This is an optimization exercise on Yosys and OpenROAD, whose aim is small area, a short achievable clock period and few clock cycles per item, not a production implementation. RTL that was checked went through simulation tests only; none was proved equivalent to the original. Power and IR drop assume default switching activity.

==> module onp_calc, before the edit <==
module onp_calc(
    input clk,
    input rst,
    input [3:0] in_data,
    input wr_data,
    output [31:0] result,
    output result_ready
    );
    reg  [23:0] P;
    reg         ps;
    reg  [20:0] S;
    reg         szero;    
    reg   [1:0] nzc;      
    reg  [13:0] M;
    reg         ms;
    reg   [1:0] nic;      
    reg         pmul;     
    reg         rdy;
    reg         init;
    reg t_dig, t_pm, t_sub, t_mul, t_eq, t_lp, t_rp;
    reg x4, x8, xs, y1, y2, yn;
    wire clr = rdy | init;
    wire tv  = t_dig | t_pm | t_mul | t_eq | t_lp | t_rp;
    reg [2:0] fst [0:4];
    wire inh = ~pmul;
    wire [2:0] ftop = fst[0];
    wire f_szero = ftop[2], f_inh = ftop[1], f_ms = ftop[0];
    integer i;
    always @(posedge clk)
        if (t_lp) begin
            fst[0] <= {szero, inh, ms};
            for (i = 1; i < 5; i = i + 1) fst[i] <= fst[i-1];
        end else if (t_rp) begin
            for (i = 0; i < 4; i = i + 1) fst[i] <= fst[i+1];
        end
    reg ps_nx, szero_nx;
    always @* begin
        ps_nx = ps;
        if (clr | t_rp | t_eq) ps_nx = 1'b0;
        else if (t_pm) ps_nx = ms ^ t_sub;
        szero_nx = szero;
        if (clr | t_lp) szero_nx = 1'b1;
        else if (t_pm) szero_nx = 1'b0;
        else if (t_rp) szero_nx = f_szero;
    end
    wire [3:0] d = in_data;
    wire w_dig = wr_data & ~(d[3] & (d[2] | d[1]));
    wire w_as  = wr_data & (d == 4'hA || d == 4'hB || d == 4'hD || d == 4'hF);
    always @(posedge clk) begin
        t_dig <= w_dig;
        t_pm  <= wr_data & (d == 4'hA || d == 4'hB);
        t_mul <= wr_data & (d == 4'hC);
        t_eq  <= wr_data & (d == 4'hD);
        t_lp  <= wr_data & (d == 4'hE);
        t_rp  <= wr_data & (d == 4'hF);
        x4 <= w_dig & (d == 4'd3 || d == 4'd4 || d == 4'd5 || d == 4'd6);
        x8 <= w_dig & (d == 4'd7 || d == 4'd8 || d == 4'd9);
        xs <= w_as & ~szero_nx;
        y1 <= (w_dig & (d == 4'd1 || d == 4'd5 || d == 4'd9)) | (w_as & ~ps_nx);
        y2 <= w_dig & (d == 4'd2 || d == 4'd6);
        yn <= (w_dig & (d == 4'd3 || d == 4'd7)) | (w_as & ps_nx);
    end
    always @(posedge clk)
        t_sub <= d[0];
    wire [23:0] X = ({24{x4}} & {P[21:0], 2'b0})
                  | ({24{x8}} & {P[20:0], 3'b0})
                  | ({24{xs}} & {{3{S[20]}}, S});
    wire [23:0] Y = ({24{y1}} & P)
                  | ({24{y2}} & {P[22:0], 1'b0})
                  | ({24{yn}} & ~P);
    wire [23:0] ag = X & Y, ap = X ^ Y;
    reg  [23:0] cg, cp, ng, np;
    integer lv, b;
    always @* begin
        cg = ag;
        cp = ap;
        cg[0] = ag[0] | (ap[0] & yn);
        for (b = 1; b < 24; b = b + 2) begin
            cg[b] = ag[b] | (ap[b] & cg[b-1]);
            cp[b] = ap[b] & ap[b-1];
        end
        for (lv = 1; lv < 5; lv = lv + 1) begin
            ng = cg;
            np = cp;
            for (b = 1; b < 24; b = b + 2)
                if (b >= (1 << lv) + 1) begin
                    ng[b] = cg[b] | (cp[b] & cg[b - (1 << lv)]);
                    np[b] = cp[b] & cp[b - (1 << lv)];
                end
            cg = ng;
            cp = np;
        end
        for (b = 2; b < 24; b = b + 2)
            cg[b] = ag[b] | (ap[b] & cg[b-1]);
    end
    wire [23:0] sum = ap ^ {cg[22:0], yn};
    reg [13:0] s0;
    reg [7:0]  s1;
    reg [7:0]  msave;
    wire held   = (nzc != 2'd0);
    wire push_s = t_pm & szero & held;
    wire pop_s  = t_rp & ~szero & held;
    always @(posedge clk) begin
        if (push_s) begin
            s0 <= S[13:0];
            s1 <= s0[7:0];
        end else if (pop_s) begin
            s0 <= {{6{s1[7]}}, s1};
        end
        if (t_lp & ~inh) msave <= M[7:0];
    end
    always @(posedge clk or posedge rst)
        if (rst) begin
            rdy <= 1'b0;
            init <= 1'b1;
        end else begin
            init <= 1'b0;
            rdy <= t_eq;
        end
    always @(posedge clk) begin
        szero <= szero_nx;
        if (clr) begin
            nzc <= 2'd0;
            nic <= 2'd0;
            pmul <= 1'b0;
        end else if (tv) begin
            pmul <= t_mul;
            if (t_lp) begin
                if (~szero) nzc <= nzc + 2'd1;
                if (~inh) nic <= nic + 2'd1;
            end
            if (t_rp) begin
                if (~f_szero) nzc <= nzc - 2'd1;
                if (~f_inh) nic <= nic - 2'd1;
            end
        end
    end
    always @(posedge clk) begin
        ps <= ps_nx;
        if (clr) begin
            P <= 24'd1;
            S <= 21'd0;
            M <= 14'd1;
            ms <= 1'b0;
        end else begin
            if (t_dig | t_rp | t_eq) P <= sum;
            if (t_pm) begin
                S <= sum[20:0];
                P <= {{10{M[13]}}, M};
            end
            if (t_lp) begin
                if (~inh) M <= P[13:0];
                ms <= ps;
            end
            if (t_rp) begin
                if (~szero) S <= held ? {{7{s0[13]}}, s0} : 21'd0;
                ms <= f_ms;
                if (~f_inh) M <= (nic == 2'd1) ? 14'd1 : {{6{msave[7]}}, msave};
            end
        end
    end
    assign result = {{8{P[23]}}, P};
    assign result_ready = rdy;
endmodule
clock: 9.0 ns
lec_check: 0
cap_margin: 20
core_margin: 2
core_utilization: 40
cts_buf_list: sky130_fd_sc_hd__clkbuf_8
slew_margin: 20
standard.sh (not shown) runs the stock make flow with config.mk's settings and CLKGATE_MAP_FILE= SYNTH_SCRIPT=/design/flow/synth_recipe.tcl, a recipe that flattens the netlist after the stock synthesis.
==> flow/flow/run.sh <==
#!/bin/bash
set -euo pipefail
MARGIN=6.0
bash standard.sh synth > synth.log 2>&1
bash standard.sh SETUP_SLACK_MARGIN=$MARGIN "BUFFER_PORTS_ARGS=-buffer_cell sky130_fd_sc_hd__buf_1" finish > layout.log 2>&1
Next try:
--- a/flow/design.v
+++ b/flow/design.v
@@ -17,10 +17,9 @@
     reg         pmul;     
     reg         rdy;
     reg         init;
-    reg t_dig, t_pm, t_sub, t_mul, t_eq, t_lp, t_rp;
+    reg t_ps, t_pm, t_sub, t_mul, t_eq, t_lp, t_rp;    
     reg x4, x8, xs, y1, y2, yn;
     wire clr = rdy | init;
-    wire tv  = t_dig | t_pm | t_mul | t_eq | t_lp | t_rp;
     reg [2:0] fst [0:4];
     wire inh = ~pmul;
     wire [2:0] ftop = fst[0];
@@ -47,7 +46,7 @@
     wire w_dig = wr_data & ~(d[3] & (d[2] | d[1]));
     wire w_as  = wr_data & (d == 4'hA || d == 4'hB || d == 4'hD || d == 4'hF);
     always @(posedge clk) begin
-        t_dig <= w_dig;
+        t_ps  <= w_dig | (wr_data & (d == 4'hD || d == 4'hF));
         t_pm  <= wr_data & (d == 4'hA || d == 4'hB);
         t_mul <= wr_data & (d == 4'hC);
         t_eq  <= wr_data & (d == 4'hD);
@@ -68,32 +67,8 @@
     wire [23:0] Y = ({24{y1}} & P)
                   | ({24{y2}} & {P[22:0], 1'b0})
                   | ({24{yn}} & ~P);
-    wire [23:0] ag = X & Y, ap = X ^ Y;
-    reg  [23:0] cg, cp, ng, np;
-    integer lv, b;
-    always @* begin
-        cg = ag;
-        cp = ap;
-        cg[0] = ag[0] | (ap[0] & yn);
-        for (b = 1; b < 24; b = b + 2) begin
-            cg[b] = ag[b] | (ap[b] & cg[b-1]);
-            cp[b] = ap[b] & ap[b-1];
-        end
-        for (lv = 1; lv < 5; lv = lv + 1) begin
-            ng = cg;
-            np = cp;
-            for (b = 1; b < 24; b = b + 2)
-                if (b >= (1 << lv) + 1) begin
-                    ng[b] = cg[b] | (cp[b] & cg[b - (1 << lv)]);
-                    np[b] = cp[b] & cp[b - (1 << lv)];
-                end
-            cg = ng;
-            cp = np;
-        end
-        for (b = 2; b < 24; b = b + 2)
-            cg[b] = ag[b] | (ap[b] & cg[b-1]);
-    end
-    wire [23:0] sum = ap ^ {cg[22:0], yn};
+    wire [24:0] sum1 = {X, 1'b1} + {Y, yn};
+    wire [23:0] sum = sum1[24:1];
     reg [13:0] s0;
     reg [7:0]  s1;
     reg [7:0]  msave;
@@ -123,8 +98,9 @@
             nzc <= 2'd0;
             nic <= 2'd0;
             pmul <= 1'b0;
-        end else if (tv) begin
-            pmul <= t_mul;
+        end else begin
+            if (t_mul) pmul <= 1'b1;
+            else if (t_pm | t_lp) pmul <= 1'b0;
             if (t_lp) begin
                 if (~szero) nzc <= nzc + 2'd1;
                 if (~inh) nic <= nic + 2'd1;
@@ -143,7 +119,7 @@
             M <= 14'd1;
             ms <= 1'b0;
         end else begin
-            if (t_dig | t_rp | t_eq) P <= sum;
+            if (t_ps) P <= sum;
             if (t_pm) begin
                 S <= sum[20:0];
                 P <= {{10{M[13]}}, M};
After rerunning: The new run completed without violations; synthesized area went up by 4.0%; fmax went up by about 15%; total power shrinks by about 0.8%; sequential power decreases by about 0.6%; routed wire length came out higher by 3.7%; utilization falls by 2.8 points; setup slack is better by 0.45 ns.
No run of this note included a check of the RTL's function; only the layout flow was run.


The RTL this note starts from:
==> flow/design.v <==
module onp_calc(
    input clk,
    input rst,
    input [3:0] in_data,
    input wr_data,
    output [31:0] result,
    output result_ready
    );
    reg  [23:0] P;
    reg         ps;
    reg  [20:0] S;
    reg  [13:0] M;
    reg         ms;
    reg         szero;    
    reg   [1:0] nic;      
    reg         pmul;     
    reg         rdy;
    reg         init;
    reg t_ps, t_pm, t_sub, t_mul, t_eq, t_lp, t_rp;    
    reg x4, x8, xs, y1, y2, yn;
    wire clr = rdy | init;
    reg [2:0] fst [0:4];
    wire inh = ~pmul;
    wire [2:0] ftop = fst[0];
    wire f_szero = ftop[2], f_inh = ftop[1], f_ms = ftop[0];
    integer i;
    always @(posedge clk)
        if (t_lp) begin
            fst[0] <= {szero, inh, ms};
            for (i = 1; i < 5; i = i + 1) fst[i] <= fst[i-1];
        end else if (t_rp) begin
            for (i = 0; i < 4; i = i + 1) fst[i] <= fst[i+1];
        end
    reg ps_nx;
    always @* begin
        ps_nx = ps;
        if (clr | t_rp | t_eq) ps_nx = 1'b0;
        else if (t_pm) ps_nx = ms ^ t_sub;
    end
    wire [3:0] d = in_data;
    wire w_dig = wr_data & ~(d[3] & (d[2] | d[1]));
    wire w_as  = wr_data & (d == 4'hA || d == 4'hB || d == 4'hD || d == 4'hF);
    always @(posedge clk) begin
        t_ps  <= w_dig | (wr_data & (d == 4'hD || d == 4'hF));
        t_pm  <= wr_data & (d == 4'hA || d == 4'hB);
        t_mul <= wr_data & (d == 4'hC);
        t_eq  <= wr_data & (d == 4'hD);
        t_lp  <= wr_data & (d == 4'hE);
        t_rp  <= wr_data & (d == 4'hF);
        x4 <= w_dig & (d == 4'd3 || d == 4'd4 || d == 4'd5 || d == 4'd6);
        x8 <= w_dig & (d == 4'd7 || d == 4'd8 || d == 4'd9);
        xs <= w_as;
        y1 <= (w_dig & (d == 4'd1 || d == 4'd5 || d == 4'd9)) | (w_as & ~ps_nx);
        y2 <= w_dig & (d == 4'd2 || d == 4'd6);
        yn <= (w_dig & (d == 4'd3 || d == 4'd7)) | (w_as & ps_nx);
    end
    always @(posedge clk)
        t_sub <= d[0];
    wire [23:0] X = ({24{x4}} & {P[21:0], 2'b0})
                  | ({24{x8}} & {P[20:0], 3'b0})
                  | ({24{xs}} & {{3{S[20]}}, S});
    wire [23:0] Y = ({24{y1}} & P)
                  | ({24{y2}} & {P[22:0], 1'b0})
                  | ({24{yn}} & ~P);
    wire [24:0] sum1 = {X, 1'b1} + {Y, yn};
    wire [23:0] sum = sum1[24:1];
    reg [16:0] s0;
    reg [10:0] s1;
    reg [4:0]  s2;
    reg [1:0]  sc;
    reg [7:0]  msave;
    wire push_s = t_lp & ~szero;
    wire pop_s  = t_rp & ~f_szero;
    always @(posedge clk) begin
        if (push_s && sc == 2'd0) s0 <= S[16:0];
        if (push_s && sc == 2'd1) s1 <= S[10:0];
        if (push_s && sc == 2'd2) s2 <= S[4:0];
        if (t_lp & ~inh) msave <= M[7:0];
    end
    wire [16:0] pop_sv = sc == 2'd1 ? s0 : sc == 2'd2 ? {{6{s1[10]}}, s1} : {{12{s2[4]}}, s2};
    always @(posedge clk)
        if (clr) sc <= 2'd0;
        else if (push_s) sc <= sc + 2'd1;
        else if (pop_s) sc <= sc - 2'd1;
    always @(posedge clk or posedge rst)
        if (rst) begin
            rdy <= 1'b0;
            init <= 1'b1;
        end else begin
            init <= 1'b0;
            rdy <= t_eq;
        end
    always @(posedge clk)
        if (clr) begin
            szero <= 1'b1;
            nic <= 2'd0;
            pmul <= 1'b0;
        end else begin
            if (t_mul) pmul <= 1'b1;
            else if (t_pm | t_lp) pmul <= 1'b0;
            if (t_pm) szero <= 1'b0;
            if (t_lp) begin
                szero <= 1'b1;
                if (~inh) nic <= nic + 2'd1;
            end
            if (t_rp) begin
                szero <= f_szero;
                if (~f_inh) nic <= nic - 2'd1;
            end
        end
    always @(posedge clk) begin
        ps <= ps_nx;
        if (clr) begin
            P <= 24'd1;
            S <= 21'd0;
            M <= 14'd1;
            ms <= 1'b0;
        end else begin
            if (t_ps) P <= sum;
            if (t_pm) begin
                S <= sum[20:0];
                P <= {{10{M[13]}}, M};
            end
            if (t_lp) begin
                S <= 21'd0;
                if (~inh) M <= P[13:0];
                ms <= ps;
            end
            if (t_rp) begin
                S <= f_szero ? 21'd0 : {{4{pop_sv[16]}}, pop_sv};
                ms <= f_ms;
                if (~f_inh) M <= (nic == 2'd1) ? 14'd1 : {{6{msave[7]}}, msave};
            end
        end
    end
    assign result = {{8{P[23]}}, P};
    assign result_ready = rdy;
endmodule
==> flow/config.mk <==
export PLATFORM = sky130hd
export DESIGN_NAME = onp_calc
export DESIGN_NICKNAME = onp_calc
export VERILOG_FILES = /design/flow/design.v
export SDC_FILE = /design/flow/constraint.sdc
export NUM_CORES = 4
export LEC_CHECK = 0
export CAP_MARGIN = 20
export CORE_MARGIN = 2
export CORE_UTILIZATION = 40
export CTS_BUF_LIST = sky130_fd_sc_hd__clkbuf_8
export SLEW_MARGIN = 20
==> flow/constraint.sdc <==
create_clock -name core_clock -period 9.0 [get_ports {clk}]
set_input_delay 1.8000 -clock core_clock [delete_from_list [all_inputs] [get_ports {clk}]]
set_output_delay 1.8000 -clock core_clock [all_outputs]
set_load 0.01 [all_outputs]
==> flow/flow/run.sh <==
#!/bin/bash
set -euo pipefail
MARGIN=6.0
bash standard.sh synth > synth.log 2>&1
bash standard.sh SETUP_SLACK_MARGIN=$MARGIN "BUFFER_PORTS_ARGS=-buffer_cell sky130_fd_sc_hd__buf_2" finish > layout.log 2>&1
The starting point completed without violations.
Change:
--- a/flow/design.v
+++ b/flow/design.v
@@ -17,7 +17,8 @@
     reg         rdy;
     reg         init;
-    reg t_ps, t_pm, t_sub, t_mul, t_eq, t_lp, t_rp;    
-    reg x4, x8, xs, y1, y2, yn;
+    reg t_dig, t_pm, t_sub, t_mul, t_eq, t_lp, t_rp;
+    reg x2, x4, x8, xs, y1, y2, yn;
     wire clr = rdy | init;
+    wire tv  = t_dig | t_pm | t_mul | t_eq | t_lp | t_rp;
     reg [2:0] fst [0:4];
     wire inh = ~pmul;
@@ -42,5 +43,5 @@
     wire w_as  = wr_data & (d == 4'hA || d == 4'hB || d == 4'hD || d == 4'hF);
     always @(posedge clk) begin
-        t_ps  <= w_dig | (wr_data & (d == 4'hD || d == 4'hF));
+        t_dig <= w_dig;
         t_pm  <= wr_data & (d == 4'hA || d == 4'hB);
         t_mul <= wr_data & (d == 4'hC);
@@ -48,14 +49,16 @@
         t_lp  <= wr_data & (d == 4'hE);
         t_rp  <= wr_data & (d == 4'hF);
-        x4 <= w_dig & (d == 4'd3 || d == 4'd4 || d == 4'd5 || d == 4'd6);
+        x2 <= w_dig & (d == 4'd2 || d == 4'd3);
+        x4 <= w_dig & (d == 4'd4 || d == 4'd5 || d == 4'd6);
         x8 <= w_dig & (d == 4'd7 || d == 4'd8 || d == 4'd9);
         xs <= w_as;
-        y1 <= (w_dig & (d == 4'd1 || d == 4'd5 || d == 4'd9)) | (w_as & ~ps_nx);
-        y2 <= w_dig & (d == 4'd2 || d == 4'd6);
-        yn <= (w_dig & (d == 4'd3 || d == 4'd7)) | (w_as & ps_nx);
+        y1 <= (w_dig & (d == 4'd1 || d == 4'd3 || d == 4'd5 || d == 4'd9)) | (w_as & ~ps_nx);
+        y2 <= w_dig & (d == 4'd6);
+        yn <= (w_dig & (d == 4'd7)) | (w_as & ps_nx);
     end
     always @(posedge clk)
         t_sub <= d[0];
-    wire [23:0] X = ({24{x4}} & {P[21:0], 2'b0})
+    wire [23:0] X = ({24{x2}} & {P[22:0], 1'b0})
+                  | ({24{x4}} & {P[21:0], 2'b0})
                   | ({24{x8}} & {P[20:0], 3'b0})
                   | ({24{xs}} & {{3{S[20]}}, S});
@@ -96,7 +99,6 @@
             nic <= 2'd0;
             pmul <= 1'b0;
-        end else begin
-            if (t_mul) pmul <= 1'b1;
-            else if (t_pm | t_lp) pmul <= 1'b0;
+        end else if (tv) begin
+            pmul <= t_mul;
             if (t_pm) szero <= 1'b0;
             if (t_lp) begin
@@ -117,5 +119,5 @@
             ms <= 1'b0;
         end else begin
-            if (t_ps) P <= sum;
+            if (t_dig | t_rp | t_eq) P <= sum;
             if (t_pm) begin
                 S <= sum[20:0];
Wire length shrinks by a few percent.
Count of clock-buffer cells in the layout is unchanged.
Clock skew barely changes.
Via count shrinks slightly.
Design area shrinks by a few percent.
Total power grows by a few percent.
Cell count grows slightly.
Hold slack is better by 41 ps.
Synthesized area grows slightly.
Utilization shrinks by 0.99 points.
Testbench counts after the change, summed over its fixed seeds: cycles 30,450, exprs 2,400.
Function not checked in the first run of this note: the RTL went through the layout flow alone.

[re-timing with driven ports]
How much do the figures lean on ideal ports? The routed layouts below were timed once more, with nothing changed but the port constraints.
Step 1: set_driving_cell puts a clkbuf_16 on clk and a buf_2 on each other input, an assumption about the parent block.
Step 2 moves the port delays by t, midway between the first and last clock arrival at a register: inputs arrive t later, outputs are due t later. That takes back most of the time a late clock gives input paths.
Three values: ideal, step 1, step 2; two values: the first two.
run | shift t [ns] | setup WS [ns] | cell pins on the clock port's net
the first run of note 1 | 0.498 | 5.555 / 5.555 / 5.555 | 1
the second run of note 1 | 0.477 | 6.006 / 6.006 / 6.006 | 1
the first run of note 2 | 0.500 | 6.040 / 6.012 / 6.040 | 1
the second run of note 2 | 0.498 | 6.075 / 6.035 / 6.090 | 1
After both steps every run listed still meets setup and hold.
